From an optimization exercise on the open Yosys and OpenROAD flow, aimed at small area; shortcuts taken in it are not production practice.
At most, simulation tests tie the RTL to the original design; equivalence was not proved.
Power figures rest on the tool's default switching activity, not on a simulated workload.

## UNPARKING
module UNPARKING(clk, rst, LCD_RW, LCD_EN, LCD_RS, LCD_DATA, filas, columnas, count, s, m, l, c);
input clk;
input rst;
input [3:0] columnas;
input [5:0] count;
input s;
input c;
output LCD_RW;
output LCD_EN;
output LCD_RS;
output [7:0] LCD_DATA;
output [3:0] filas;
output [1:0] m;
output [5:0] l;
reg acnt;
reg bay_0__cr_0_;
reg bay_0__cr_10_;
reg bay_0__cr_11_;
reg bay_0__cr_12_;
reg bay_0__cr_13_;
reg bay_0__cr_14_;
reg bay_0__cr_15_;
reg bay_0__cr_1_;
reg bay_0__cr_2_;
reg bay_0__cr_3_;
reg bay_0__cr_4_;
reg bay_0__cr_5_;
reg bay_0__cr_6_;
reg bay_0__cr_7_;
reg bay_0__cr_8_;
reg bay_0__cr_9_;
reg bay_0__cy;
reg bay_0__mm;
reg bay_0__pr_0_;
reg bay_0__pr_10_;
reg bay_0__pr_11_;
reg bay_0__pr_12_;
reg bay_0__pr_13_;
reg bay_0__pr_14_;
reg bay_0__pr_15_;
reg bay_0__pr_16_;
reg bay_0__pr_17_;
reg bay_0__pr_18_;
reg bay_0__pr_19_;
reg bay_0__pr_1_;
reg bay_0__pr_20_;
reg bay_0__pr_21_;
reg bay_0__pr_22_;
reg bay_0__pr_23_;
reg bay_0__pr_2_;
reg bay_0__pr_3_;
reg bay_0__pr_4_;
reg bay_0__pr_5_;
reg bay_0__pr_6_;
reg bay_0__pr_7_;
reg bay_0__pr_8_;
reg bay_0__pr_9_;
reg bay_1__cr_0_;
reg bay_1__cr_10_;
reg bay_1__cr_11_;
reg bay_1__cr_12_;
reg bay_1__cr_13_;
reg bay_1__cr_14_;
  ...
clock: 10.0 ns
lec_check: 0
abc_area: 1
cap_margin: 20
core_margin: 2
core_utilization: 60
cts_buf_list: sky130_fd_sc_hd__clkbuf_16
cts_cluster_diameter: 100
cts_cluster_size: 34
slew_margin: 20
run.sh (not shown) runs the stock make flow with config.mk's settings and CLKGATE_MAP_FILE= SYNTH_SCRIPT=/design/flow/synth_recipe.tcl, a recipe that flattens the netlist after the stock synthesis.
The baseline finished with timing, DRC and antenna clean.
==> next run, changes <==
Settings changed: CTS_CLUSTER_SIZE 34 to 30.
Effect:
- The new run produced a clean layout
- clock-buffer cell count does not change
- global-route usage is about the same
- combinational power stays flat
- power stays flat
- clock power barely changes
- first-iteration DRC count drops by about 9%
- sequential share of layout area stays flat
- routed wire length is about the same
- worst setup slack loses 0.0094 ns
- synthesized area does not change
- final cell count does not change
==> next run, changes <==
Settings changed: CORE_UTILIZATION 60 to 68.
Effect: The changed run completed without violations. Register-to-register slack gains 0.11 ns. Combinational power stays flat. Sequential share of layout area grows by 0.12 points. Sequential cell count stays the same.

Setup of cedar:
UNPARKING, a different RTL version from the one above (not shown whole).
Size in the first run: roughly 1700 cells after synthesis, ~37 I/O pins, about 13000 sq um of cells after synthesis.
clock: 10.0 ns
lec_check: 0
abc_area: 1
cap_margin: 20
core_margin: 2
core_utilization: 60
cts_buf_list: sky130_fd_sc_hd__clkbuf_8
cts_cluster_diameter: 60
cts_cluster_size: 18
slew_margin: 20
cedar reached the end of the flow, and the finished layout is clean on the timing, DRC and antenna checks.
### cedar -> raven
- CTS_CLUSTER_SIZE now 30, was 18
- CTS_BUF_LIST now sky130_fd_sc_hd__clkbuf_16, was sky130_fd_sc_hd__clkbuf_8
- CTS_CLUSTER_DIAMETER now 100, was 60
--- outcome ---
In the reports for raven and cedar, the larger violation count after the first detailed-route iteration belongs to raven.
In the flow results for raven and cedar, the area growth from synthesis to final layout is smaller on raven.
[raven] routed wire length rose 0.84% relative to cedar
Here is what was changed in the inputs of xenon compared with raven.
- CTS_BUF_LIST now sky130_fd_sc_hd__clkbuf_8 sky130_fd_sc_hd__clkbuf_16, was sky130_fd_sc_hd__clkbuf_16
- CTS_CLUSTER_SIZE now 22, was 30
- CTS_CLUSTER_DIAMETER now 60, was 100
### Flow results
- Compare raven and xenon | sequential share of cell area higher: raven
- Between raven and xenon, final core utilization increased.
- Maximum number of pins on one net before global-route repair: xenon vs raven down 23%
- Looking only at power density over cell area, and setting everything else aside, the lower value of raven and xenon goes to raven.
- xenon vs raven: total routed wirelength up by a few percent
- Compared with raven, xenon shows total via count in the routed design that has gone up slightly.
- Reported for raven and xenon, starting density of the core turned out identical to the last digit.
- Between raven and xenon, net switching power is higher for xenon, raven comes in under that.

P:
Another version of the RTL of UNPARKING (not shown whole).
Size in the first run: about 2000 cells after synthesis, about 350 flip-flops, roughly 15000 um^2 of cells after synthesis.
==> flow/design.v (excerpt) <==
module UNPARKING( clk, rst,
                  LCD_RW, LCD_EN, LCD_RS, LCD_DATA,
                  filas, columnas,
                  count, s, m, l, c );
input clk;
input rst;
output [7:0] LCD_DATA;
output LCD_RW;
output LCD_EN;
output LCD_RS;
input [5:0] count;
input s;
output [1:0] m;
output [5:0] l;
input c;
output [3:0] filas;
input [3:0] columnas;
reg [4:0] u;
always @(posedge clk)
	if (rst) u <= 5'd3;
	else     u <= u + 5'd1;
wire tick = (u[2:0] == 3'd7);
reg [4:0] p;
reg [1:0] ist;
reg [5:0] idx;
reg [7:0] dreg;
reg       rsreg;
wire p_end = (p == 5'd20);
always @(posedge clk)
	if (rst) begin
		p <= 5'd4;
		ist <= 2'd0;
	end else begin
		p <= p_end ? 5'd0 : p + 5'd1;
		if (p_end && ist != 2'd3) ist <= ist + 2'd1;
	end
assign LCD_EN = (p >= 5'd3) & ist[0];
assign LCD_RW = 1'b0;
assign LCD_DATA = dreg;
assign LCD_RS = rsreg;
wire started = ~((ist == 2'd0) & (p <= 5'd8));
reg [3:0] filas_w;
always @(*) begin
	case (u[4:3])
		2'd0: filas_w = 4'b1000;
		2'd1: filas_w = 4'b0100;
		2'd2: filas_w = 4'b0010;
		default: filas_w = 4'b0001;
	endcase
	if (!started) filas_w = 4'b0000;
end
assign filas = filas_w;
reg [3:0] teclado;
always @(*) begin
	teclado = 4'd0;
	case (filas)
		4'b1000: case (columnas)
			4'b1000: teclado = 4'd1;
			4'b0100: teclado = 4'd2;
			4'b0010: teclado = 4'd3;
			4'b0001: teclado = 4'd10;
			default: teclado = 4'd0;
		endcase
		4'b0100: case (columnas)
			4'b1000: teclado = 4'd4;
			4'b0100: teclado = 4'd5;
			4'b0010: teclado = 4'd6;
			4'b0001: teclado = 4'd11;
			default: teclado = 4'd0;
		endcase
		4'b0010: case (columnas)
			4'b1000: teclado = 4'd7;
			4'b0100: teclado = 4'd8;
			4'b0010: teclado = 4'd9;
			4'b0001: teclado = 4'd12;
			default: teclado = 4'd0;
		endcase
		4'b0001: case (columnas)
			4'b1000: teclado = 4'd14;
			4'b0010: teclado = 4'd15;
			4'b0001: teclado = 4'd13;
			default: teclado = 4'd0;
		endcase
		default: teclado = 4'd0;
	endcase
end
localparam START=4'd0, PLACA=4'd1, DECIDE=4'd2, ZONE=4'd3, CANCEL=4'd4,
           OPEN=4'd5, CLOSE=4'd6, ASIGNAR=4'd7, LED=4'd8, PARK=4'd9, END=4'd10;
  ...
Settings: LEC_CHECK=0, ABC_AREA=1, CAP_MARGIN=20, CORE_MARGIN=2, CORE_UTILIZATION=40, CTS_BUF_LIST=sky130_fd_sc_hd__clkbuf_4, SLEW_MARGIN=20; clock period 10.0 ns.
P completed end to end with timing, DRC and antenna clean.
The inputs of Q differ from those of P as listed below.
Settings: a change of CORE_UTILIZATION from 40 to 60; a change of CTS_BUF_LIST from sky130_fd_sc_hd__clkbuf_4 to sky130_fd_sc_hd__clkbuf_8.
Findings:
Taking Q over P, the floorplan core area ratio works out to 0.67.
Sort P and Q by total length of routed wires desc -> top: P
Max die area across P and Q: P
No run of this note included a check of the RTL's function; only the layout flow was run.

re-timing with driven ports:
In the flow no input, the clock included, has a driving cell. The finished layouts below were timed again as built, in two steps. Step 1 assumes that a clkbuf_16 drives the clock port and a buf_2 every other input. Step 2 moves the port delays by t, midway between the first and last clock arrival at a register: inputs arrive t later, outputs are due t later. That takes back most of the time a late clock gives input paths. a / b / c = no drivers / after step 1 / after step 2; a / b = the first two.
| run | shift t [ns] | setup WS [ns] | latest minus earliest clock arrival (ns) | worst data-port slew with drivers (ns) | cell pins on the clock port's net |
|---|---|---|---|---|---|
| the first run of note 1 | 0.552 | 5.630 / 5.605 / 5.108 | 0.034 / 0.034 | 0.05 | 1 |
| the second run of note 1 | 0.546 | 5.620 / 5.598 / 5.103 | 0.034 / 0.035 | 0.06 | 1 |
| the third run of note 1 | 0.550 | 5.638 / 5.653 / 5.103 | 0.018 / 0.018 | 0.05 | 1 |
| cedar | 0.617 | 5.060 / 5.084 / 4.467 | 0.053 / 0.053 | 0.04 | 1 |
| raven | 0.556 | 4.925 / 4.958 / 4.402 | 0.042 / 0.041 | 0.04 | 1 |
| xenon | 0.579 | 4.989 / 5.017 / 4.438 | 0.036 / 0.036 | 0.04 | 1 |
| P | 0.788 | 4.612 / 4.612 / 4.000 | 0.078 / 0.079 | 0.04 | 1 |
| Q | 0.631 | 4.689 / 4.703 / 4.071 | 0.036 / 0.037 | 0.04 | 1 |
After both steps every run listed still meets setup and hold. For Q, which loses most, drivers alone change the setup slack by +0.014 ns; drivers and shift together by -0.618 ns.
